Source: an optimization exercise on an open RTL-to-GDS flow (aim: small area and a short achievable clock period). Production flows keep margins and buffers that such runs may drop. The RTL was checked by simulation tests, not by an equivalence proof against the original design. Power is estimated from default activity; no workload was simulated.

== run 1 ==
// ysyx_22050598_cpu
module ysyx_22050598_cpu(
    	input            clk             ,
    	input            rst             ,
    	output           M_AXI_AWID      ,
	output [63:0]    M_AXI_AWADDR    ,
	output [7:0]     M_AXI_AWLEN     ,
	output [2:0]     M_AXI_AWSIZE    ,
	output [1:0]     M_AXI_AWBURST   ,
	output [3:0]     M_AXI_AWCACHE   ,
	output [2:0]     M_AXI_AWPROT    ,
	output [3:0]     M_AXI_AWQOS     ,
	output           M_AXI_AWVALID   ,
	input            M_AXI_AWREADY   ,
	output [63:0]    M_AXI_WDATA     ,
	output [7:0]     M_AXI_WSTRB     ,
	output           M_AXI_WLAST     ,
	output           M_AXI_WVALID    ,
	input            M_AXI_WREADY    ,
	input            M_AXI_BID       ,
	input  [1:0]     M_AXI_BRESP     ,
	input            M_AXI_BVALID    ,
	output           M_AXI_BREADY    ,
	output           M_AXI_ARID      ,
	output [63:0]    M_AXI_ARADDR    ,
	output [7:0]     M_AXI_ARLEN     ,
	output [2:0]     M_AXI_ARSIZE    ,
	output [1:0]     M_AXI_ARBURST   ,
	output [3:0]     M_AXI_ARCACHE   ,
	output [2:0]     M_AXI_ARPROT    ,
	output [3:0]     M_AXI_ARQOS     ,
	output           M_AXI_ARVALID   ,
	input            M_AXI_ARREADY   ,
	input            M_AXI_RID       ,
	input  [63:0]    M_AXI_RDATA     ,
	input  [1:0]     M_AXI_RRESP     ,
	input            M_AXI_RLAST     ,
	input            M_AXI_RVALID    ,
	output           M_AXI_RREADY
);
For scale: ~330 I/O pins, about 0.42 mm2 of cells after synthesis.
==> flow/config.mk <==
export PLATFORM = sky130hd
export DESIGN_NAME = ysyx_22050598_cpu
export DESIGN_NICKNAME = ysyx_22050598_cpu
export VERILOG_FILES = /design/flow/design.v
export SDC_FILE = /design/flow/constraint.sdc
export NUM_CORES = 8
export LEC_CHECK = 0
export CAP_MARGIN = 40
export CORE_MARGIN = 2
export CORE_UTILIZATION = 45
export CTS_CLUSTER_DIAMETER = 100
export CTS_CLUSTER_SIZE = 20
export SETUP_SLACK_MARGIN = 0.5
export SLEW_MARGIN = 30
==> flow/constraint.sdc <==
create_clock -name core_clock -period 16.0 [get_ports {clk}]
set_input_delay 3.2000 -clock core_clock [delete_from_list [all_inputs] [get_ports {clk}]]
set_output_delay 3.2000 -clock core_clock [all_outputs]
set_load 0.01 [all_outputs]
standard.sh (not shown) runs the stock make flow with config.mk's settings and CLKGATE_MAP_FILE= SYNTH_SCRIPT=/design/flow/synth_recipe.tcl, a recipe that flattens the netlist after the stock synthesis.
==> flow/flow/run.sh <==
#!/bin/bash
set -uo pipefail
here=$(pwd)
margin=$(tr -d ' \n' < flow/setup_margin.txt)
bash standard.sh synth > "$here/make_synth.log" 2>&1 || { echo "synthesis failed, see make_synth.log"; exit 1; }
bash standard.sh SETUP_SLACK_MARGIN="$margin" finish > "$here/make_layout.log" 2>&1 || { echo "layout failed, see make_layout.log"; exit 1; }
test -s out/final.def || { echo "no out/final.def"; exit 1; }
echo "flow done (setup slack margin $margin)"
==> flow/flow/setup_margin.txt <==
10.5
Run 1 finished end to end and its layout was clean on timing, DRC and antenna.
Input changes introduced in run 2 (baseline for comparison: run 1):
- a change of CORE_UTILIZATION from 45 to 35
- The minimum clock period of run 2 exceeds that of run 1 by 19 ps.
- [run 2 vs run 1] global routing usage summed across all routing layers: lower in run 2
- Max worst slew margin relative to its limit across run 1 and run 2: run 2
- Run 2: proportion of cell area occupied by registers 0.39 points below run 1
- Share of power burned in the clock network was lower in the run labelled run 2.
- Fraction of cell area in non-clock buffers: run 1 vs run 2, no meaningful difference
- Sort run 1 and run 2 by estimated wirelength of the detail-placed design asc -> top: run 1
- The die area in run 2 was higher than what run 1 gave.
Modified inputs, run 3 compared to run 2
==> flow/flow/setup_margin.txt <==
10
Notes after the runs:
Run 3 ran to completion and came out clean on the timing, DRC and antenna checks. Run 2: full flow OK, the timing, DRC and antenna checks passed. Higher count of clock-buffer cells in the layout was reported by run 2, not run 3. Latest clock arrival within the worst-skew pair is higher on run 2. Cell area after layout (run 3 vs. run 2) decreases slightly. Compared with run 2, in run 3 total number of nets in the final design now sits lower; overall global routing resource usage lost 0.26 points; final setup slack of the worst path went down. For the via count, run 3 came in 3472 lower than run 2 did. Compared with run 2, run 3 shows a higher share of power burned in the clock network. Run 2 -> run 3: routability congestion estimate from global placement increased by a few percent.

ysyx_22050598_cpu, a different RTL version from the one above (not shown whole).
For scale: roughly 35000 cells after synthesis, ~330 I/O pins, about 430000 sq um of cells after synthesis.
export LEC_CHECK = 0
export CAP_MARGIN = 20
export CORE_MARGIN = 2
export CORE_UTILIZATION = 35
export CTS_CLUSTER_DIAMETER = 100
export CTS_CLUSTER_SIZE = 20
export SETUP_SLACK_MARGIN = 0.5
export SLEW_MARGIN = 20
create_clock -name core_clock -period 16.0 [get_ports {clk}]
==> flow/flow/setup_margin.txt <==
10.5
Scripts as last shown in full above: flow/flow/run.sh
Then changed:
Settings changed: CAP_MARGIN 20 to 40, SLEW_MARGIN 20 to 30.
The changed run completed with no timing, DRC or antenna violations. Worst setup slack gets better by 82 ps. Register-to-register slack improves by 80 ps. Synthesized area does not change. Total power stays flat. Clock-buffer cell count went up by 20. Global-route usage hardly moves. Clock skew rises by 6.7 ps. Hold slack is about the same. Routed wire length is about the same. Maximum frequency rises slightly. Final area is higher slightly.

==> port drivers added, routing unchanged <==
No port has a modelled driver above. Below, the same layouts with a new extraction and two added sets of constraints.
Step 1 assumes that a clkbuf_16 drives the clock port and a buf_2 every other input.
Step 2, shift: input delay + t, output delay - t, t = (earliest + latest rising clock arrival at the registers) / 2. This alone moves slack from input paths to output paths.
a / b / c = ideal ports / drivers / drivers and shift; a / b = the first two.
| run | t (ns) | setup slack, ns | worst data-port slew with drivers (ns) |
|---|---|---|---|
| run 1 | 1.249 | 10.101 / 10.101 / 9.244 | 0.19 |
| run 2 | 1.363 | 10.082 / 10.082 / 8.932 | 0.30 |
| run 3 | 1.348 | 9.647 / 9.647 / 8.660 | 0.28 |
| the first run of note 2 | 1.361 | 10.066 / 10.066 / 9.082 | 0.14 |
| the second run of note 2 | 1.361 | 10.148 / 10.105 / 9.156 | 0.14 |
After both steps every run listed still meets setup and hold. The setup slack of run 2, which loses most, moves by 0.000 ns with the drivers and by -1.150 ns with both steps.
